Source: an optimization exercise on an open RTL-to-GDS flow (aim: small area). Production flows keep margins and buffers that such runs may drop. Function was checked by simulation only, so behaviour that the tests miss may differ from the original. No run shown here takes its clock network from TritonCTS; it comes from the design's own scripts or RTL. The clock input has no modelled driver; a real chip could not lean on it and would need a root buffer or a full tree. No activity file was given, so power comes from the tool's default toggle rates.

==> design/flow/design.v <==
module parking_meter(clk, rst, buttonU, buttonR, buttonL, buttonD, switch0, switch1, s_clk, seg_anode, seg_cathodes);
	input clk, rst;
	input buttonU, buttonR, buttonL, buttonD, switch0, switch1, s_clk;
	output wire [3:0] seg_anode;
	output wire [6:0] seg_cathodes;
	function [2:0] rinc;  input [2:0] x; rinc = {(x[1]), (x[0] & ~x[2]), (~x[2])}; endfunction
	function [2:0] rinc2; input [2:0] x; rinc2 = {(x[0] & ~x[2]), (~x[1] & ~x[2]), (~x[1])}; endfunction
	function [2:0] rdec;  input [2:0] x; rdec = {(~x[0]), (x[2]), (x[1]) | (x[2])}; endfunction
	function ris0; input [2:0] x; ris0 = (~x[0] & ~x[2]); endfunction
	function ris4; input [2:0] x; ris4 = (~x[1] & x[2]); endfunction
	function rge3; input [2:0] x; rge3 = (x[2]); endfunction
	function rle1; input [2:0] x; rle1 = (~x[1] & ~x[2]); endfunction
	function ris2; input [2:0] x; ris2 = (x[1] & ~x[2]); endfunction
	reg [2:0] b1, b2;
	wire [2:0] benc = {(buttonU & buttonL) | buttonR | buttonD,
	                   buttonU | buttonL | (buttonR & buttonD),
	                   buttonL | buttonD};
	always @(posedge clk) begin
		if (rst) begin
			b1 <= 3'd0;
			b2 <= 3'd0;
		end else begin
			b1 <= benc;
			b2 <= b1;
		end
	end
	wire s = s_clk, w0 = switch0, w1 = switch1;
	wire b_any = |b2;                   
	wire b_one = b2[2] ^ b2[1];         
	reg [3:0] st;
	wire bs = b_any | s;
	reg [3:0] st_n;
	always @(*) begin
		case (st)
		4'd0: begin
			if (s & ~(b_any|w0|w1)) st_n = 4'd1;
			else if (b_one & ~(s|w0|w1)) st_n = {1'b0, b2};
			else if (w0 & ~(b_any|s|w1)) st_n = 4'd6;
			else if (w1 & ~(b_any|s|w0)) st_n = 4'd7;
			else st_n = 4'd0;
		end
		4'd6: st_n = w0 ? 4'd6 : 4'd8;
		4'd7: st_n = w1 ? 4'd7 : 4'd8;
		4'd8: begin
			if (w0 & ~bs) st_n = 4'd6;
			else if (w1 & ~bs) st_n = 4'd7;
			else if (bs) st_n = 4'd8;
			else st_n = 4'd0;
		end
		default: st_n = 4'd8;
		endcase
	end
	always @(posedge clk) begin
		if (rst) st <= 4'd0;
		else st <= st_n;
	end
	wire [2:0] sel = st[2:0];
	wire e_dec = sel == 3'd1;
	wire e_50 = sel == 3'd2;
	wire e_150 = sel == 3'd3;
	wire e_200 = sel == 3'd4;
	wire e_500 = sel == 3'd5;
	wire e_10 = sel == 3'd6;
	wire e_205 = sel == 3'd7;
	reg q0, q1, q2, q3;
	reg [2:0] r0, r1, r2, r3;
	wire z0 = ~q0 & ris0(r0), z1 = ~q1 & ris0(r1), z2 = ~q2 & ris0(r2), z3 = ~q3 & ris0(r3);
	wire zero = z0 & z1 & z2 & z3;
	wire dn = e_dec & ~zero;
	wire add1 = (e_50 & q1) | (e_150 & ~q1);
	wire add2 = e_200 | (e_150 & q1);
	wire c3 = q2 & ((add1 & ris4(r2)) | (add2 & rge3(r2)) | e_500);
	wire sat = c3 & q3 & ris4(r3);
	always @(posedge clk) begin
		if (rst) begin
			q0 <= 1'b0; r0 <= 3'd0; q1 <= 1'b0; r1 <= 3'd0;
			q2 <= 1'b0; r2 <= 3'd0; q3 <= 1'b0; r3 <= 3'd0;
		end else if (dn) begin
			r0 <= rdec(r0); q0 <= q0 ^ ris0(r0);
			if (z0) begin r1 <= rdec(r1); q1 <= q1 ^ ris0(r1); end
			if (z0 & z1) begin r2 <= rdec(r2); q2 <= q2 ^ ris0(r2); end
			if (z0 & z1 & z2) begin r3 <= rdec(r3); q3 <= q3 ^ ris0(r3); end
		end else if (e_10) begin
			q0 <= 1'b0; r0 <= 3'd0; q1 <= 1'b0; r1 <= 3'd1;
			q2 <= 1'b0; r2 <= 3'd0; q3 <= 1'b0; r3 <= 3'd0;
		end else if (e_205) begin
			q0 <= 1'b1; r0 <= 3'd0; q1 <= 1'b0; r1 <= 3'd0;
			q2 <= 1'b0; r2 <= 3'd3; q3 <= 1'b0; r3 <= 3'd0;
		end else if (sat) begin
			q0 <= 1'b1; r0 <= 3'd4; q1 <= 1'b1; r1 <= 3'd4;
			q2 <= 1'b1; r2 <= 3'd4; q3 <= 1'b1; r3 <= 3'd4;
		end else begin
			if (e_50 | e_150) q1 <= ~q1;
			if (add1) begin r2 <= rinc(r2); q2 <= q2 ^ ris4(r2); end
			if (add2) begin r2 <= rinc2(r2); q2 <= q2 ^ rge3(r2); end
			if (e_500) q2 <= ~q2;
			if (c3) begin r3 <= rinc(r3); q3 <= q3 ^ ris4(r3); end
		end
	end
	reg [1:0] seq;
	reg sp;
	always @(posedge clk) begin
		if (rst) begin
			seq <= 2'd0;
			sp <= 1'b0;
		end else begin
			sp <= s;
			if (s & ~sp) seq <= {seq[1] ^ seq[0], ~seq[0]};
		end
	end
	wire le200 = z3 & ~q2 & (rle1(r2) | (ris2(r2) & z1 & z0));
	wire blank = zero ? ~seq[1] : le200 ? ~seq[0] : 1'b0;
	reg [2:0] ac;
	reg [3:0] hd;       
	reg [3:0] dsel;
	always @(*) begin
		case (ac[2:1])
		2'd0: dsel = {q1, r1};
		2'd1: dsel = {q2, r2};
		2'd2: dsel = {q3, r3};
		default: dsel = {q0, r0};
		endcase
	end
	always @(posedge clk) begin
		if (rst) begin
			ac <= 3'd0;
			hd <= 4'd10;
		end else begin
			ac <= {ac[2] ^ (ac[1] & ac[0]), ac[1] ^ ac[0], ~ac[0]};
			if (ac[0]) hd <= dsel;
		end
	end
	assign seg_anode[0] = blank | ~(ac[0] & ~ac[1] & ~ac[2]);
	assign seg_anode[1] = blank | ~(ac[0] & ac[1] & ~ac[2]);
	assign seg_anode[2] = blank | ~(ac[0] & ~ac[1] & ac[2]);
	assign seg_anode[3] = blank | ~(ac[0] & ac[1] & ac[2]);
	wire h0 = hd[0], h1 = hd[1], h2 = hd[2], h3 = hd[3];
	assign seg_cathodes[0] = ~((~h0 & ~h1 & ~h2) | (h0 & h1) | (~h1 & h3));
	assign seg_cathodes[1] = ~((~h3) | (h0 & h1) | (h2));
	assign seg_cathodes[2] = ~((~h1) | (h0 & h3) | (h2));
	assign seg_cathodes[3] = (h0 & ~h1 & ~h3) | (h1 & ~h2 & h3) | (~h0 & h2);
	assign seg_cathodes[4] = (h0 & ~h1 & ~h3) | (h2 & ~h3) | (~h0 & h3) | (h1 & ~h2 & h3);
	assign seg_cathodes[5] = (h0 & ~h3) | (h1 & ~h2);
	assign seg_cathodes[6] = ~((h1 & ~h3) | (h2) | (~h1 & h3));
endmodule
==> design/flow/flow/run.sh <==
#!/bin/bash
# Own layout flow: the standard synthesis, then the combinational logic
# re-mapped for area with ABC (registers untouched; several random seeds,
# smallest kept), then the standard ORFS steps with 1x port buffers, a
# small clock distribution of its own and area (power) recovery after
# global routing.
set -euo pipefail
here=$(pwd)
res=$here/orfs/results/$FLOW_PLATFORM/parking_meter/base
lib=$FLOW_HOME/platforms/$FLOW_PLATFORM/lib/sky130_fd_sc_hd__tt_025C_1v80.lib

bash standard.sh synth > synth.log 2>&1

cp $res/1_2_yosys.v $here/standard_1_2_yosys.v
du=$(grep -o -- '-dont_use [a-z0-9_]*' orfs/logs/$FLOW_PLATFORM/parking_meter/base/1_2_yosys.log | sort -u | tr '\n' ' ')
mkdir -p remap
runs=""
for s in 1 2 3 4 5 6; do
  printf 'strash\n&get -n\n&deepsyn -T 90 -S %s\n&put\ndch -f\namap\n' $s > remap/a$s.abc
  printf 'strash\n&get -n\n&deepsyn -T 90 -S %s\n&put\n&get -n\n&dch -f\n&nf -R 1000\n&put\n' $s > remap/n$s.abc
  runs="$runs a$s n$s"
done
for r in $runs; do
  sed -e "s#{LIB}#$lib#g" -e "s#{NETLIST_IN}#$here/standard_1_2_yosys.v#" \
      -e "s#{NETLIST_OUT}#$here/remap/$r.v#" -e "s#{TOP}#$FLOW_TOP#" \
      -e "s#{ABC_SCRIPT}#$here/remap/$r.abc#" -e "s#{DONT_USE}#$du#" \
      -e "s#{STAT}#$here/remap/$r.stat#" flow/remap.ys > remap/$r.ys
done
printf '%s\n' $runs | xargs -P 4 -I R sh -c 'yosys -s remap/R.ys > remap_R.log 2>&1 || true'

best=""; barea=""
for r in $runs; do
  a=$(grep -s 'Chip area' remap/$r.stat | awk '{print $NF}') || true
  [[ -n "$a" && -s remap/$r.v ]] || continue
  if [[ -z "$barea" ]] || awk "BEGIN{exit !($a < $barea)}"; then best=$r; barea=$a; fi
done
echo "remap: best run $best area $barea" | tee remap.log
if [[ -n "$best" ]]; then
  cp remap/$best.v $res/1_2_yosys.v
  rm -f $res/1_synth.odb $res/1_synth.sdc
fi

export BUFFER_PORTS_ARGS="-buffer_cell sky130_fd_sc_hd__buf_1"
export RECOVER_POWER=100
bash standard.sh place > place.log 2>&1

export OWN_CTS_TCL=$here/flow/owncts.tcl
export FLOW_CLK=$(grep -o 'create_clock.*get_ports {*[A-Za-z0-9_]*' constraint.sdc | sed 's/.*get_ports {*//')
export PROBE_ODB=$res/3_place.odb PROBE_SDC=$res/3_place.sdc
chosen=""
for cand in "sky130_fd_sc_hd__clkbuf_4 3" "sky130_fd_sc_hd__clkbuf_16 1" "sky130_fd_sc_hd__clkbuf_8 2" \
            "sky130_fd_sc_hd__clkbuf_4 4" "sky130_fd_sc_hd__clkbuf_8 3" "sky130_fd_sc_hd__clkbuf_8 4"; do
  set -- $cand
  log=cts_probe_${1##*__}_$2.log
  OWN_CTS_CELL=$1 OWN_CTS_K=$2 openroad -no_init -exit flow/cts_probe.tcl > $log 2>&1 || true
  w=$(grep -o 'PROBE_WORST_SLEW [0-9.e-]*' $log | awk '{print $2}') || true
  echo "cts probe $cand: worst slew $w" >> cts_choice.log
  if [[ -n "$w" ]] && awk "BEGIN{exit !($w <= 0.100)}"; then chosen="$cand"; break; fi
done
echo "chosen: $chosen" >> cts_choice.log
if [[ -n "$chosen" ]]; then
  set -- $chosen
  export OWN_CTS_CELL=$1 OWN_CTS_K=$2
  rm -rf $here/scripts_own
  cp -r $FLOW_HOME/scripts $here/scripts_own
  python3 - $here/scripts_own/cts.tcl <<'PY'
import sys
p = sys.argv[1]
s = open(p).read()
old = "log_cmd clock_tree_synthesis {*}$cts_args"
assert old in s
s = s.replace(old, "source $::env(OWN_CTS_TCL)\nown_clock_tree $::env(OWN_CTS_CELL) $::env(OWN_CTS_K)\nset_propagated_clock [all_clocks]")
open(p, "w").write(s)
PY
  bash standard.sh SCRIPTS_DIR=$here/scripts_own cts > cts.log 2>&1
else
  export CTS_ARGS="-sink_clustering_enable -repair_clock_nets -dont_use_dummy_load"
fi
bash standard.sh > standard.log 2>&1
==> design/flow/flow/cts_probe.tcl <==
# Try one clock-buffer choice on the placed design; print the worst
# register clock-pin slew (placement parasitics).
set P $::env(FLOW_HOME)/platforms/$::env(FLOW_PLATFORM)
read_lef $P/lef/sky130_fd_sc_hd.tlef
read_lef $P/lef/sky130_fd_sc_hd_merged.lef
read_liberty $P/lib/sky130_fd_sc_hd__tt_025C_1v80.lib
read_db $::env(PROBE_ODB)
read_sdc $::env(PROBE_SDC)
source $P/setRC.tcl
source $::env(OWN_CTS_TCL)
own_clock_tree $::env(OWN_CTS_CELL) $::env(OWN_CTS_K)
detailed_placement
set_propagated_clock [all_clocks]
estimate_parasitics -placement
set worst 0
foreach p [get_pins -hierarchical */CLK] {
  set v [get_property $p slew_max]
  if { $v > $worst } { set worst $v }
}
puts "PROBE_WORST_SLEW $worst"
==> design/flow/flow/owncts.tcl <==
# Own clock distribution: K buffers, each driving one geometric cluster of
# register clock pins, all driven straight from the clock port.
proc own_clock_tree { cell k } {
  set block [ord::get_db_block]
  set port_net [get_nets [[[$block findBTerm $::env(FLOW_CLK)] getNet] getName]]
  set pins {}
  foreach p [get_pins -of_objects $port_net] {
    if { [get_property $p direction] == "input" } { lappend pins $p }
  }
  set pts {}
  foreach p $pins {
    set inst [[sta::sta_to_db_pin $p] getInst]
    set b [$inst getBBox]
    lappend pts [list $p [expr {([$b xMin] + [$b xMax]) / 2.0}] [expr {([$b yMin] + [$b yMax]) / 2.0}]]
  }
  # k-means, seeded by sorting on x
  set sorted [lsort -real -index 1 $pts]
  set n [llength $sorted]
  set cents {}
  for {set i 0} {$i < $k} {incr i} {
    set q [lindex $sorted [expr {int(($i + 0.5) * $n / $k)}]]
    lappend cents [list [lindex $q 1] [lindex $q 2]]
  }
  for {set it 0} {$it < 50} {incr it} {
    set groups {}
    for {set i 0} {$i < $k} {incr i} { lappend groups {} }
    foreach q $pts {
      set bi 0; set bd 1e30
      for {set i 0} {$i < $k} {incr i} {
        set c [lindex $cents $i]
        set d [expr {abs([lindex $q 1] - [lindex $c 0]) + abs([lindex $q 2] - [lindex $c 1])}]
        if { $d < $bd } { set bd $d; set bi $i }
      }
      lset groups $bi [concat [lindex $groups $bi] [list $q]]
    }
    set cents {}
    foreach g $groups {
      set sx 0; set sy 0
      foreach q $g { set sx [expr {$sx + [lindex $q 1]}]; set sy [expr {$sy + [lindex $q 2]}] }
      set m [llength $g]
      if { $m == 0 } { set m 1 }
      lappend cents [list [expr {$sx / $m}] [expr {$sy / $m}]]
    }
  }
  set dbu [$block getDbUnitsPerMicron]
  for {set i 0} {$i < $k} {incr i} {
    set g [lindex $groups $i]
    if { [llength $g] == 0 } { continue }
    set lp {}
    foreach q $g { lappend lp [lindex $q 0] }
    set c [lindex $cents $i]
    puts "own_clock_tree: buffer $i ($cell) drives [llength $lp] clock pins"
    insert_buffer -buffer_cell $cell -net [get_full_name $port_net] -load_pins $lp \
      -location [list [expr {[lindex $c 0] / $dbu}] [expr {[lindex $c 1] / $dbu}]] \
      -buffer_name clkbuf_own_$i -net_name clknet_own_$i
  }
}
==> design/flow/flow/remap.ys <==
# Re-map the combinational logic of the standard synthesis for area.
# Flip-flops are kept as black boxes, so every register keeps its name and cell.
read_liberty -ignore_miss_func {LIB}
read_verilog {NETLIST_IN}
hierarchy -top {TOP}
setattr -mod -set blackbox 1 sky130_fd_sc_hd__df*
flatten
opt_clean
abc -script {ABC_SCRIPT} -liberty {LIB} {DONT_USE}
opt_clean -purge
tee -o {STAT} stat -liberty {LIB}
write_verilog -noattr -nohex -nodec {NETLIST_OUT}
==> design/flow/standard.sh <==
#!/bin/bash
# synth_recipe.tcl (not shown) runs the flow's synth.tcl, then flattens the netlist and writes it again
# the make line also repeats each setting of config.mk as NAME=value (left out here)
make -C /OpenROAD-flow-scripts/flow DESIGN_CONFIG=/design/flow/config.mk WORK_HOME=/design/flow/orfs CLKGATE_MAP_FILE= SYNTH_SCRIPT=/design/flow/synth_recipe.tcl "${@:-finish}"
==> design/flow/config.mk <==
export PLATFORM = sky130hd
export DESIGN_NAME = parking_meter
export DESIGN_NICKNAME = parking_meter
export VERILOG_FILES = /design/flow/design.v
export SDC_FILE = /design/flow/constraint.sdc
export NUM_CORES = 4
export LEC_CHECK = 0
export CAP_MARGIN = 20
export CORE_MARGIN = 2
export CORE_UTILIZATION = 50
export SLEW_MARGIN = 20
==> design/flow/constraint.sdc <==
create_clock -name core_clock -period 20.0 [get_ports {clk}]
set_input_delay 4.0000 -clock core_clock [delete_from_list [all_inputs] [get_ports {clk}]]
set_output_delay 4.0000 -clock core_clock [all_outputs]
set_load 0.01 [all_outputs]
==> flow_results.xml, run 1 <==
<?xml version="1.0" encoding="UTF-8"?>
<metrics>
  <group name="placed_design">
    <metric name="dpl.hpwl" unit="um">3030</metric>
    <metric name="final_weighted_congestion_in_routability_driven_placement" unit="">0.852</metric>
    <metric name="placedCellCount" unit="">283</metric>
    <metric name="io_buffers" unit="">19</metric>
    <metric name="pre_cts_slack" unit="ns">13.99</metric>
  </group>
  <group name="routing">
    <metric name="drc" unit="">0</metric>
    <metric name="drt-vias-per-instance" unit="">5.88</metric>
    <metric name="routed_wirelength" unit="um">3930</metric>
    <metric name="number_of_vias_after_detailed_routing" unit="">1687</metric>
    <metric name="antenna_left" unit="">0</metric>
    <metric name="firstDrtPassIters" unit="">5</metric>
    <metric name="routedWlPerCell" unit="um">13.7</metric>
    <metric name="dr.first_iter.drc_count" unit="">88</metric>
  </group>
  <group name="power_and_ir_drop">
    <metric name="clock_power_share" unit="%">21.7</metric>
    <metric name="seq_power_share" unit="%">54.2</metric>
    <metric name="netSwitchingFraction" unit="%">31.1</metric>
    <metric name="ir_drop" unit="V">0.0000475</metric>
    <metric name="netSwitchingPower" unit="uW">51.2</metric>
    <metric name="p_comb_share" unit="%">24.1</metric>
    <metric name="total_leakage_power" unit="nW">0.683</metric>
    <metric name="power_density" unit="nW/um2">86.6</metric>
    <metric name="p_total" unit="uW">165</metric>
    <metric name="intPower" unit="uW">113</metric>
  </group>
  <group name="worst_setup_path">
    <metric name="crit_family" unit="">simple AND/OR/NAND/NOR gates</metric>
    <metric name="required" unit="ns">16.00</metric>
    <metric name="worstSetupEndpointType" unit="">output pin</metric>
    <metric name="cp_num_buf_inv" unit="">1</metric>
    <metric name="timing_worst_setup_path_type" unit="">flop to output pin</metric>
    <metric name="critPathMaxFanout" unit="">6</metric>
    <metric name="critPathMaxStageDelay" unit="ns">0.52</metric>
    <metric name="critical_path.cell_chain" unit="">or4_1 -&gt; or3_1 -&gt; nor2_1 -&gt; nand2_1 -&gt; o21ai_0 -&gt; a21oi_1 -&gt; nand3_1 -&gt; buf_1</metric>
    <metric name="cp_slowest_cell" unit="">or4_1</metric>
    <metric name="critical_path.startpoint_type" unit="">flop</metric>
    <metric name="worst-endpoint-arrival" unit="ns">2.18</metric>
  </group>
  <group name="yosys">
    <metric name="syn-num-nets" unit="">226</metric>
    <metric name="postSynthCellCount" unit="">217</metric>
    <metric name="syn_area_per_cell" unit="um2">7.89</metric>
    <metric name="post_synth_instance_area" unit="um2">1710</metric>
    <metric name="synth-warning-count" unit="">1</metric>
  </group>
  <group name="timing">
    <metric name="worst_slew_slack_as_a_fraction_of_its_limit" unit="%">43.1</metric>
    <metric name="post-route-min-period" unit="ns">6.18</metric>
    <metric name="final_setup_vio_count" unit="">0</metric>
    <metric name="setup_tns" unit="ns">0</metric>
    <metric name="holdWs" unit="ns">0.457</metric>
    <metric name="finalWorstSetupSlack" unit="ns">13.82</metric>
    <metric name="worstMarginPinSlew" unit="ns">0.853</metric>
    <metric name="timing.final.max_slew_violations" unit="">0</metric>
    <metric name="grt_setup_unrepaired" unit="">no</metric>
    <metric name="timing.fmax" unit="MHz">162</metric>
    <metric name="number_of_endpoints_with_negative_hold_slack_in_the_final_report" unit="">0</metric>
    <metric name="clock-skew-final" unit="ns">0.0240</metric>
    <metric name="final_worst_path_period_share" unit="%">30.9</metric>
  </group>
  <group name="hold_path">
    <metric name="hold_path.class" unit="">flop to flop</metric>
  </group>
  <group name="cts">
    <metric name="worst_setup_hold_path_clk_slew" unit="ns">0.08</metric>
    <metric name="clock_latency" unit="ns">0.14</metric>
    <metric name="cts_hold_repair.buffers" unit="">0</metric>
    <metric name="postCtsSetupRepairBufs" unit="">0</metric>
    <metric name="post_cts_resized" unit="">0</metric>
  </group>
  <group name="status">
    <metric name="run_status" unit="">complete, no violations</metric>
  </group>
  <group name="die">
    <metric name="coreArea" unit="um2">3310</metric>
    <metric name="placementRows" unit="">21</metric>
    <metric name="die_width" unit="um">62.5</metric>
    <metric name="floorplan.io_pins" unit="">20</metric>
    <metric name="die_height" unit="um">62.5</metric>
    <metric name="initial_core_util" unit="%">51.7</metric>
    <metric name="die_area" unit="um2">3910</metric>
  </group>
  <group name="cells_and_area">
    <metric name="antenna_cells_inserted" unit="">0</metric>
    <metric name="layout.cells.non_filler" unit="">287</metric>
    <metric name="drive_gt1_share" unit="%">1.66</metric>
    <metric name="finish.net_count" unit="">252</metric>
    <metric name="num-fill-cells" unit="">315</metric>
    <metric name="flow.area_growth_from_synthesis" unit="%">11.0</metric>
  </group>
  <group name="grt">
    <metric name="vias_in_the_first_global_route" unit="">1434</metric>
    <metric name="antenna_violations_before_repair" unit="">0</metric>
    <metric name="aggregate_global_routing_overflow" unit="">0</metric>
    <metric name="grt_pass1_wl" unit="um">6440</metric>
    <metric name="groute.usage.overall" unit="%">19.5</metric>
    <metric name="pin_count_of_the_biggest_net_entering_global_routing" unit="">23</metric>
  </group>
  <group name="flow_run">
    <metric name="cap_violations" unit="">0</metric>
  </group>
</metrics>
-- per-layer routing --
layer	vias to the layer above	track usage [%]	share of wire, %
li1	862	-	-
met3	11	1.98	4.7
met4	0	4.72	2.7
met2	44	36.4	49
met5	-	0	0
met1	770	23.7	44
-- worst paths after layout --
kind | start | slack [ns] | cells past startpoint | to
min | b1[1] | 0.46 | 1 | b2[1]
max reg2reg | r0[0] | 17.38 | 12 | r3[0]
min reg2reg | b1[1] | 0.46 | 1 | b2[1]
max | r0[0] | 13.82 | 8 | seg_anode[3]
-- flip-flops by register name (all words and copies together) (netlist names) --
name	flops
r1	3
r0	3
st	4
q0	1
q2	1
b2	3
q1	1
seq	2
hd	4
r3	3
q3	1
sp	1
b1	3
r2	3
ac	3
-- layout by cell type (no fill, tap or decap), types with 4 or more instances in the layout --
cell type / count
o31ai_1: 4
nand2_1: 21
a21oi_1: 21
nor2b_1: 7
o21ai_0: 16
nand3_1: 9
nor3_1: 12
clkinv_1: 7
buf_1: 18
a211oi_1: 6
clkbuf_8: 4
nor2_1: 28
dfxtp_1: 36
and3_1: 5
nand2b_1: 7
-- power groups by stage --
| stage | clock network [mW] | registers (mW) | logic [mW] |
|---|---|---|---|
| floorplan | 0 | 0.0873 | 0.0305 |
| global placement | 0 | 0.0902 | 0.0382 |
| detailed placement | 0 | 0.0906 | 0.0396 |
| CTS | 0.0361 | 0.0890 | 0.0397 |
| global route | 0.0401 | 0.0904 | 0.0446 |
| finish | 0.0357 | 0.0891 | 0.0397 |
-- through the flow --
| step | utilization, % | cell area, um2 |
|---|---|---|
| final | 57.4 | 1900 |
| after global routing | 57.4 | 1900 |
| after CTS | 57.5 | 1900 |
| after detailed placement | 55.9 | 1850 |
| after global placement | 55.9 | 1850 |
| after floorplan | - | 1710 |
-- area by class of cell, without the clock buffers --
cell class,count,area [um2],share of cell area [%]
Multi-Input combinational cell,174,966,50.8
Sequential cell,36,721,37.9
Timing Repair Buffer,20,75.1,3.95
Tap cell,46,57.6,3.03
Inverter,7,26.3,1.38
==> run 2: changes to the inputs <==
--- a/design/flow/flow/run.sh
+++ b/design/flow/flow/run.sh
@@ -55,7 +55,7 @@
   OWN_CTS_CELL=$1 OWN_CTS_K=$2 openroad -no_init -exit flow/cts_probe.tcl > $log 2>&1 || true
   w=$(grep -o 'PROBE_WORST_SLEW [0-9.e-]*' $log | awk '{print $2}') || true
   echo "cts probe $cand: worst slew $w" >> cts_choice.log
-  if [[ -n "$w" ]] && awk "BEGIN{exit !($w <= 0.100)}"; then chosen="$cand"; break; fi
+  if [[ -n "$w" ]] && awk "BEGIN{exit !($w <= 0.112)}"; then chosen="$cand"; break; fi
 done
 echo "chosen: $chosen" >> cts_choice.log
 if [[ -n "$chosen" ]]; then
--- a/design/flow/config.mk
+++ b/design/flow/config.mk
@@ -8,4 +8,5 @@
 export CAP_MARGIN = 20
 export CORE_MARGIN = 2
 export CORE_UTILIZATION = 50
+export PLACE_DENSITY = 0.9
 export SLEW_MARGIN = 20
==> run 2 against run 1 <==
Against the previous run:
- die area did not move
- setup slack worse by 0.034 ns
- hold slack worse by 0.016 ns
- register-to-register slack hardly changed
- synthesized area unchanged
- global-route usage down 0.19 points
- critical path type unchanged
==> flow_results.xml, run 2 <==
<?xml version="1.0" encoding="UTF-8"?>
<metrics>
  <group name="placed_design">
    <metric name="dpl.hpwl" unit="um">2830</metric>
    <metric name="placedCellCount" unit="">283</metric>
    <metric name="pre_cts_slack" unit="ns">13.96</metric>
    <metric name="dpl-instance-area" unit="um2">1850</metric>
    <metric name="io_buffers" unit="">19</metric>
    <metric name="final_weighted_congestion_in_routability_driven_placement" unit="">0.973</metric>
  </group>
  <group name="grt">
    <metric name="groute.usage.overall" unit="%">19.3</metric>
    <metric name="antenna_violations_before_repair" unit="">0</metric>
    <metric name="grt_pass1_wl" unit="um">6460</metric>
    <metric name="vias_in_the_first_global_route" unit="">1464</metric>
    <metric name="aggregate_global_routing_overflow" unit="">0</metric>
    <metric name="pin_count_of_the_biggest_net_entering_global_routing" unit="">23</metric>
  </group>
  <group name="flow_run">
    <metric name="cap_violations" unit="">0</metric>
  </group>
  <group name="worst_setup_path">
    <metric name="ff2ff_setup_slack" unit="ns">17.39</metric>
    <metric name="timing_worst_setup_path_type" unit="">flop to output pin</metric>
    <metric name="worstSetupEndpointType" unit="">output pin</metric>
    <metric name="worst-endpoint-arrival" unit="ns">2.22</metric>
    <metric name="required" unit="ns">16.00</metric>
    <metric name="critPathMaxFanout" unit="">6</metric>
    <metric name="critical_path.startpoint_type" unit="">flop</metric>
  </group>
  <group name="timing">
    <metric name="finalWorstSetupSlack" unit="ns">13.78</metric>
    <metric name="worst_slew_slack_as_a_fraction_of_its_limit" unit="%">42.9</metric>
    <metric name="worstMarginPinSlew" unit="ns">0.857</metric>
    <metric name="number_of_endpoints_with_negative_hold_slack_in_the_final_report" unit="">0</metric>
    <metric name="clock-skew-final" unit="ns">0.0185</metric>
    <metric name="setup_tns" unit="ns">0</metric>
    <metric name="timing.fmax" unit="MHz">161</metric>
    <metric name="post-route-min-period" unit="ns">6.22</metric>
    <metric name="final_setup_vio_count" unit="">0</metric>
    <metric name="timing.final.max_slew_violations" unit="">0</metric>
    <metric name="final_worst_path_period_share" unit="%">31.1</metric>
    <metric name="grt_setup_unrepaired" unit="">no</metric>
  </group>
  <group name="die">
    <metric name="die_width" unit="um">62.5</metric>
    <metric name="die_height" unit="um">62.5</metric>
    <metric name="die_area" unit="um2">3910</metric>
    <metric name="initial_core_util" unit="%">51.7</metric>
    <metric name="floorplan.io_pins" unit="">20</metric>
    <metric name="placementRows" unit="">21</metric>
    <metric name="coreArea" unit="um2">3310</metric>
  </group>
  <group name="routing">
    <metric name="drt-vias-per-instance" unit="">5.83</metric>
    <metric name="dr.first_iter.drc_count" unit="">136</metric>
    <metric name="firstDrtPassIters" unit="">4</metric>
    <metric name="antenna_left" unit="">0</metric>
    <metric name="routed_wirelength" unit="um">3720</metric>
    <metric name="number_of_vias_after_detailed_routing" unit="">1674</metric>
    <metric name="routedWlPerCell" unit="um">13.0</metric>
    <metric name="drc" unit="">0</metric>
  </group>
  <group name="cells_and_area">
    <metric name="flow.area_growth_from_synthesis" unit="%">9.50</metric>
    <metric name="layout.cell_area.non_filler" unit="um2">1880</metric>
    <metric name="layout.cells.non_filler" unit="">287</metric>
    <metric name="layout_commonest_cell" unit="">dfxtp_1</metric>
    <metric name="antenna_cells_inserted" unit="">0</metric>
    <metric name="biggestRegsByFlops" unit="">hd: 4 flops, st: 4 flops</metric>
    <metric name="leading_cell_types_in_the_layout_fill_and_taps_excluded" unit="">dfxtp_1, nor2_1, nand2_1, a21oi_1, buf_1</metric>
    <metric name="drive_gt1_share" unit="%">1.66</metric>
    <metric name="finish.net_count" unit="">252</metric>
  </group>
  <group name="status">
    <metric name="run_status" unit="">complete, no violations</metric>
  </group>
  <group name="yosys">
    <metric name="synth-warning-count" unit="">1</metric>
    <metric name="post_synth_instance_area" unit="um2">1710</metric>
    <metric name="postSynthCellCount" unit="">217</metric>
    <metric name="syn-num-nets" unit="">226</metric>
    <metric name="syn_area_per_cell" unit="um2">7.89</metric>
  </group>
  <group name="hold_path">
    <metric name="hold_path.class" unit="">flop to flop</metric>
  </group>
  <group name="cts">
    <metric name="post_cts_resized" unit="">0</metric>
    <metric name="postCtsSetupRepairBufs" unit="">0</metric>
    <metric name="worst_setup_hold_path_clk_slew" unit="ns">0.09</metric>
    <metric name="cts_hold_repair.buffers" unit="">0</metric>
    <metric name="clock_latency" unit="ns">0.17</metric>
  </group>
  <group name="power_and_ir_drop">
    <metric name="total_leakage_power" unit="nW">0.673</metric>
    <metric name="power_density" unit="nW/um2">82.7</metric>
    <metric name="ir_drop" unit="V">0.0000506</metric>
  </group>
</metrics>
==> run 2: worst paths after layout <==
check                           startpoint            to  cells past startpoint
worst min register to register       b1[0]         b2[0]                      1
worst min-delay path                 b1[0]         b2[0]                      1
worst max register to register       r0[0]         r3[1]                     12
worst max-delay path                 r0[0]  seg_anode[3]                      8
==> run 2: worst max-delay path, cell delays in order, from the launching register on <==
cell     delay [ns]
dfxtp_1        0.36
or4_1          0.52
or3_1          0.36
nor2_1         0.18
nand2_1        0.11
o21ai_0        0.18
a21oi_1        0.11
nand3_1        0.10
buf_1          0.15
==> run 2: layout make-up, without the clock buffers <==
type                            instances  area (um2)
Fill cell                             322        1440
Multi-Input combinational cell        174         966
Sequential cell                        36         721
Timing Repair Buffer                   20        75.1
Tap cell                               46        57.6
Inverter                                7        26.3
==> run 2: per-layer routing <==
layer  GRT usage, %  vias up  routed length [um]
li1               -      861                   -
met1           26.2      757                1690
met2           33.3       46                1750
met3           1.80       10                 195
met4           4.17        0                  83
met5              0        -                   0
==> run 2: metrics by stage <==
stage | util [%] | hold WS, ns | total power [mW]
2_1_floorplan | - | 0.414 | 0.118
3_3_place_gp | 55.9 | 0.419 | 0.128
3_5_place_dp | 55.9 | 0.428 | 0.130
4_1_cts | 56.8 | 0.448 | 0.155
5_1_grt | 56.7 | 0.457 | 0.165
6_report | 56.7 | 0.441 | 0.155
==> run 2: power by group <==
part	switching, mW	total, mW	internal, mW
clock network	0.0171	0.0267	0.00957
logic	0.0232	0.0397	0.0165
registers	0.0101	0.0887	0.0786
total	0.0504	0.155	0.105
==> run 3: changes to the inputs <==
--- a/design/flow/design.v
+++ b/design/flow/design.v
@@ -29,39 +29,36 @@
 	wire b_one = b2[2] ^ b2[1];         
 	reg [3:0] st;
 	wire bs = b_any | s;
+	wire st_i = (~st[3]), st_w = (~st[0] & ~st[1] & ~st[2] & st[3]), st_p6 = (~st[0] & st[1] & st[2]), st_p7 = (st[0] & st[1] & st[2]);
 	reg [3:0] st_n;
 	always @(*) begin
-		case (st)
-		4'd0: begin
-			if (s & ~(b_any|w0|w1)) st_n = 4'd1;
-			else if (b_one & ~(s|w0|w1)) st_n = {1'b0, b2};
-			else if (w0 & ~(b_any|s|w1)) st_n = 4'd6;
-			else if (w1 & ~(b_any|s|w0)) st_n = 4'd7;
+		if (st_i) begin
+			if (s & ~(b_any|w0|w1)) st_n = 4'd9;
+			else if (b_one & ~(s|w0|w1)) st_n = (b2 == 3'd2) ? 4'd12 : (b2 == 3'd3) ? 4'd13 : (b2 == 3'd4) ? 4'd10 : 4'd11;
+			else if (w0 & ~(b_any|s|w1)) st_n = 4'd14;
+			else if (w1 & ~(b_any|s|w0)) st_n = 4'd15;
 			else st_n = 4'd0;
-		end
-		4'd6: st_n = w0 ? 4'd6 : 4'd8;
-		4'd7: st_n = w1 ? 4'd7 : 4'd8;
-		4'd8: begin
-			if (w0 & ~bs) st_n = 4'd6;
-			else if (w1 & ~bs) st_n = 4'd7;
+		end else if (st_p6) st_n = w0 ? 4'd14 : 4'd8;
+		else if (st_p7) st_n = w1 ? 4'd15 : 4'd8;
+		else if (st_w) begin
+			if (w0 & ~bs) st_n = 4'd14;
+			else if (w1 & ~bs) st_n = 4'd15;
 			else if (bs) st_n = 4'd8;
 			else st_n = 4'd0;
-		end
-		default: st_n = 4'd8;
-		endcase
+		end else st_n = 4'd8;
 	end
 	always @(posedge clk) begin
 		if (rst) st <= 4'd0;
 		else st <= st_n;
 	end
-	wire [2:0] sel = st[2:0];
-	wire e_dec = sel == 3'd1;
-	wire e_50 = sel == 3'd2;
-	wire e_150 = sel == 3'd3;
-	wire e_200 = sel == 3'd4;
-	wire e_500 = sel == 3'd5;
-	wire e_10 = sel == 3'd6;
-	wire e_205 = sel == 3'd7;
+	wire e_dec = (st[0] & ~st[1] & ~st[2]);
+	wire e_50 = (~st[0] & ~st[1] & st[2]);
+	wire e_150 = (st[0] & ~st[1] & st[2]);
+	wire e_200 = (~st[0] & st[1] & ~st[2]);
+	wire e_500 = (st[0] & st[1] & ~st[2]);
+	wire e_10 = (~st[0] & st[1] & st[2]);
+	wire e_205 = (st[0] & st[1] & st[2]);
+	wire e_5x = (~st[1] & st[2]);
 	reg q0, q1, q2, q3;
 	reg [2:0] r0, r1, r2, r3;
 	wire z0 = ~q0 & ris0(r0), z1 = ~q1 & ris0(r1), z2 = ~q2 & ris0(r2), z3 = ~q3 & ris0(r3);
@@ -90,7 +87,7 @@
 			q0 <= 1'b1; r0 <= 3'd4; q1 <= 1'b1; r1 <= 3'd4;
 			q2 <= 1'b1; r2 <= 3'd4; q3 <= 1'b1; r3 <= 3'd4;
 		end else begin
-			if (e_50 | e_150) q1 <= ~q1;
+			if (e_5x) q1 <= ~q1;
 			if (add1) begin r2 <= rinc(r2); q2 <= q2 ^ ris4(r2); end
 			if (add2) begin r2 <= rinc2(r2); q2 <= q2 ^ rge3(r2); end
 			if (e_500) q2 <= ~q2;
--- a/design/flow/flow/run.sh
+++ b/design/flow/flow/run.sh
@@ -1,9 +1,4 @@
 #!/bin/bash
-# Own layout flow: the standard synthesis, then the combinational logic
-# re-mapped for area with ABC (registers untouched; several random seeds,
-# smallest kept), then the standard ORFS steps with 1x port buffers, a
-# small clock distribution of its own and area (power) recovery after
-# global routing.
 set -euo pipefail
 here=$(pwd)
 res=$here/orfs/results/$FLOW_PLATFORM/parking_meter/base
@@ -14,29 +9,34 @@
 cp $res/1_2_yosys.v $here/standard_1_2_yosys.v
 du=$(grep -o -- '-dont_use [a-z0-9_]*' orfs/logs/$FLOW_PLATFORM/parking_meter/base/1_2_yosys.log | sort -u | tr '\n' ' ')
 mkdir -p remap
-runs=""
-for s in 1 2 3 4 5 6; do
-  printf 'strash\n&get -n\n&deepsyn -T 90 -S %s\n&put\ndch -f\namap\n' $s > remap/a$s.abc
-  printf 'strash\n&get -n\n&deepsyn -T 90 -S %s\n&put\n&get -n\n&dch -f\n&nf -R 1000\n&put\n' $s > remap/n$s.abc
-  runs="$runs a$s n$s"
+cp $here/standard_1_2_yosys.v remap/best.v
+best=""; barea=1e9; seed=1
+for round in $(seq 1 12); do
+  runs=""
+  for j in 1 2 3 4; do
+    r=r${round}_$j
+    if (( j % 2 )); then
+      printf 'strash\n&get -n\n&deepsyn -T 30 -S %s\n&put\n&get -n\n&dch -f\n&nf -R 1000\n&put\n' $seed > remap/$r.abc
+    else
+      printf 'strash\n&get -n\n&deepsyn -T 30 -S %s\n&put\ndch -f\namap\n' $seed > remap/$r.abc
+    fi
+    seed=$((seed + 1))
+    sed -e "s#{LIB}#$lib#g" -e "s#{NETLIST_IN}#$here/remap/best.v#" \
+        -e "s#{NETLIST_OUT}#$here/remap/$r.v#" -e "s#{TOP}#$FLOW_TOP#" \
+        -e "s#{ABC_SCRIPT}#$here/remap/$r.abc#" -e "s#{DONT_USE}#$du#" \
+        -e "s#{STAT}#$here/remap/$r.stat#" flow/remap.ys > remap/$r.ys
+    runs="$runs $r"
+  done
+  printf '%s\n' $runs | xargs -P 4 -I R sh -c 'yosys -s remap/R.ys > remap/R.log 2>&1 || true'
+  for r in $runs; do
+    a=$(grep -s 'Chip area' remap/$r.stat | awk '{print $NF}') || true
+    [[ -n "$a" && -s remap/$r.v ]] || continue
+    if awk "BEGIN{exit !($a < $barea)}"; then best=$r; barea=$a; cp remap/$r.v remap/best.v; fi
+  done
+  echo "remap round $round: best $best area $barea" >> remap.log
 done
-for r in $runs; do
-  sed -e "s#{LIB}#$lib#g" -e "s#{NETLIST_IN}#$here/standard_1_2_yosys.v#" \
-      -e "s#{NETLIST_OUT}#$here/remap/$r.v#" -e "s#{TOP}#$FLOW_TOP#" \
-      -e "s#{ABC_SCRIPT}#$here/remap/$r.abc#" -e "s#{DONT_USE}#$du#" \
-      -e "s#{STAT}#$here/remap/$r.stat#" flow/remap.ys > remap/$r.ys
-done
-printf '%s\n' $runs | xargs -P 4 -I R sh -c 'yosys -s remap/R.ys > remap_R.log 2>&1 || true'
-
-best=""; barea=""
-for r in $runs; do
-  a=$(grep -s 'Chip area' remap/$r.stat | awk '{print $NF}') || true
-  [[ -n "$a" && -s remap/$r.v ]] || continue
-  if [[ -z "$barea" ]] || awk "BEGIN{exit !($a < $barea)}"; then best=$r; barea=$a; fi
-done
-echo "remap: best run $best area $barea" | tee remap.log
 if [[ -n "$best" ]]; then
-  cp remap/$best.v $res/1_2_yosys.v
+  cp remap/best.v $res/1_2_yosys.v
   rm -f $res/1_synth.odb $res/1_synth.sdc
 fi
 
==> run 3 against run 2 <==
Against the previous run:
- clock power up about 20%
- global-route usage increased by 3.6 points
- synthesized area fell by 2.3%
- largest cell class unchanged
- largest power group unchanged
==> flow_results.xml, run 3 <==
<?xml version="1.0" encoding="UTF-8"?>
<metrics>
  <group name="cts">
    <metric name="worst_setup_hold_path_clk_slew" unit="ns">0.08</metric>
    <metric name="cts_hold_repair.buffers" unit="">0</metric>
    <metric name="post_cts_resized" unit="">0</metric>
    <metric name="postCtsSetupRepairBufs" unit="">0</metric>
    <metric name="clock_latency" unit="ns">0.14</metric>
  </group>
  <group name="cells_and_area">
    <metric name="layout_commonest_cell" unit="">dfxtp_1</metric>
    <metric name="drive_gt1_share" unit="%">1.28</metric>
    <metric name="finish.net_count" unit="">245</metric>
    <metric name="antenna_cells_inserted" unit="">0</metric>
    <metric name="leading_cell_types_in_the_layout_fill_and_taps_excluded" unit="">dfxtp_1, nor2_1, nand2_1</metric>
    <metric name="flow.area_growth_from_synthesis" unit="%">10.4</metric>
    <metric name="biggestRegsByFlops" unit="">hd: 4 flops, st: 4 flops</metric>
    <metric name="layout.cells.non_filler" unit="">280</metric>
  </group>
  <group name="routing">
    <metric name="antenna_left" unit="">0</metric>
    <metric name="routedWlPerCell" unit="um">14.5</metric>
    <metric name="number_of_vias_after_detailed_routing" unit="">1693</metric>
    <metric name="drt-vias-per-instance" unit="">6.05</metric>
    <metric name="drc" unit="">0</metric>
    <metric name="dr.first_iter.drc_count" unit="">132</metric>
    <metric name="firstDrtPassIters" unit="">5</metric>
    <metric name="routed_wirelength" unit="um">4060</metric>
  </group>
  <group name="yosys">
    <metric name="syn_area_per_cell" unit="um2">7.93</metric>
    <metric name="post_synth_instance_area" unit="um2">1670</metric>
    <metric name="synth-warning-count" unit="">1</metric>
    <metric name="syn-num-nets" unit="">220</metric>
    <metric name="postSynthCellCount" unit="">211</metric>
  </group>
  <group name="timing">
    <metric name="number_of_endpoints_with_negative_hold_slack_in_the_final_report" unit="">0</metric>
    <metric name="worst_slew_slack_as_a_fraction_of_its_limit" unit="%">40.2</metric>
    <metric name="worstMarginPinSlew" unit="ns">0.897</metric>
    <metric name="grt_setup_unrepaired" unit="">no</metric>
    <metric name="clock-skew-final" unit="ns">0.00518</metric>
    <metric name="setup_tns" unit="ns">0</metric>
    <metric name="timing.fmax" unit="MHz">166</metric>
    <metric name="timing.final.max_slew_violations" unit="">0</metric>
    <metric name="post-route-min-period" unit="ns">6.03</metric>
    <metric name="final_worst_path_period_share" unit="%">30.1</metric>
    <metric name="final_setup_vio_count" unit="">0</metric>
  </group>
  <group name="die">
    <metric name="initial_core_util" unit="%">50.9</metric>
    <metric name="coreArea" unit="um2">3280</metric>
    <metric name="die_area" unit="um2">3820</metric>
    <metric name="die_width" unit="um">61.8</metric>
    <metric name="placementRows" unit="">21</metric>
    <metric name="floorplan.io_pins" unit="">20</metric>
    <metric name="die_height" unit="um">61.8</metric>
  </group>
  <group name="worst_setup_path">
    <metric name="ff2ff_setup_slack" unit="ns">17.30</metric>
    <metric name="timing_worst_setup_path_type" unit="">flop to output pin</metric>
    <metric name="worst-endpoint-arrival" unit="ns">2.03</metric>
    <metric name="r2r_cells" unit="">9</metric>
    <metric name="worstSetupEndpointType" unit="">output pin</metric>
    <metric name="critPathMaxFanout" unit="">6</metric>
    <metric name="required" unit="ns">16.00</metric>
    <metric name="critical_path.startpoint_type" unit="">flop</metric>
  </group>
  <group name="placed_design">
    <metric name="final_weighted_congestion_in_routability_driven_placement" unit="">0.901</metric>
    <metric name="placedCellCount" unit="">277</metric>
    <metric name="io_buffers" unit="">19</metric>
    <metric name="dpl.hpwl" unit="um">2920</metric>
  </group>
  <group name="power_and_ir_drop">
    <metric name="ir_drop" unit="V">0.0000544</metric>
    <metric name="power_density" unit="nW/um2">89.1</metric>
    <metric name="total_leakage_power" unit="nW">0.669</metric>
    <metric name="p_total" unit="uW">165</metric>
  </group>
  <group name="grt">
    <metric name="groute.usage.overall" unit="%">22.9</metric>
    <metric name="aggregate_global_routing_overflow" unit="">0</metric>
    <metric name="vias_in_the_first_global_route" unit="">1576</metric>
    <metric name="antenna_violations_before_repair" unit="">0</metric>
    <metric name="grt_pass1_wl" unit="um">6800</metric>
    <metric name="pin_count_of_the_biggest_net_entering_global_routing" unit="">20</metric>
  </group>
  <group name="hold_path">
    <metric name="hold_depth" unit="">1</metric>
    <metric name="hold_path.class" unit="">flop to flop</metric>
  </group>
  <group name="flow_run">
    <metric name="cap_violations" unit="">0</metric>
  </group>
  <group name="status">
    <metric name="run_status" unit="">complete, no violations</metric>
  </group>
</metrics>
run 3: routing by layer:
| metal | wire, um | GRT usage, % | vias up | share of wire, % |
|---|---|---|---|---|
| li1 | - | - | 833 | - |
| met1 | 1630 | 27.6 | 750 | 40 |
| met2 | 2040 | 41.7 | 102 | 50 |
| met3 | 303 | 2.48 | 8 | 7.5 |
| met4 | 86 | 8.51 | 0 | 2.1 |
| met5 | 0 | 0 | - | 0 |
run 3: worst paths after layout:
path,from,endpoint
worst min-delay path,b1[1],b2[1]
worst min register to register,b1[1],b2[1]
worst max register to register,r0[2],r2[1]
worst max-delay path,r0[2],seg_anode[0]
run 3: worst max-delay path, stage by stage, from the launching register on:
cell	delay, ns
dfxtp_1	0.38
nor3_1	0.43
nand3_1	0.30
a221oi_1	0.29
o21ai_0	0.23
nand2_1	0.12
buf_1	0.15
run 3: final cells by class, without the clock buffers:
cell class / count / area, um2
Multi-Input combinational cell: 165 / 915
Timing Repair Buffer: 20 / 75.1
Inverter: 10 / 37.5
Fill cell: 314 / 1440
Sequential cell: 36 / 721
Tap cell: 46 / 57.6
run 3: through the flow:
stage	worst slack, ns	area [um2]	hold slack, ns	util, %
floorplan	14.44	1670	0.414	-
detailed placement	14.20	1810	0.423	55.1
finish	13.97	1850	0.446	56.2
global placement	14.27	1810	0.415	55.1
global route	13.65	1850	0.464	56.2
CTS	13.99	1850	0.451	56.3
run 3: report_power, final:
| group | leakage (nW) | switching (mW) | internal, mW |
|---|---|---|---|
| Combinational | 0.351 | 0.0270 | 0.0167 |
| Clock | 0.0216 | 0.0184 | 0.0138 |
| Sequential | 0.296 | 0.0101 | 0.0786 |

## re-timing with driven ports
In the flow no input, the clock included, has a driving cell. The finished layouts below were timed again as built, in two steps.
Step 1: set_driving_cell puts a clkbuf_16 on clk and a buf_2 on each other input, an assumption about the parent block.
Step 2 times the ports against the registers' clock, not the clock port: input delays grow and output delays shrink by t, the midpoint of the rising clock arrivals with the driver on.
Three values: ideal ports, drivers, drivers and shift; two values: the first two.
run	t (ns)	setup slack, ns	hold WS [ns]	latest minus earliest clock arrival (ns)
run 1	0.183	13.817 / 13.762 / 13.945	0.457 / 0.457 / 0.457	0.024 / 0.024
run 2	0.202	13.783 / 13.738 / 13.939	0.441 / 0.441 / 0.441	0.023 / 0.023
run 3	0.182	13.971 / 13.927 / 13.946	0.446 / 0.446 / 0.446	0.005 / 0.005
After both steps every run listed still meets setup and hold. The setup slack of run 3, which loses most, moves by -0.044 ns with the drivers and by -0.025 ns with both steps.
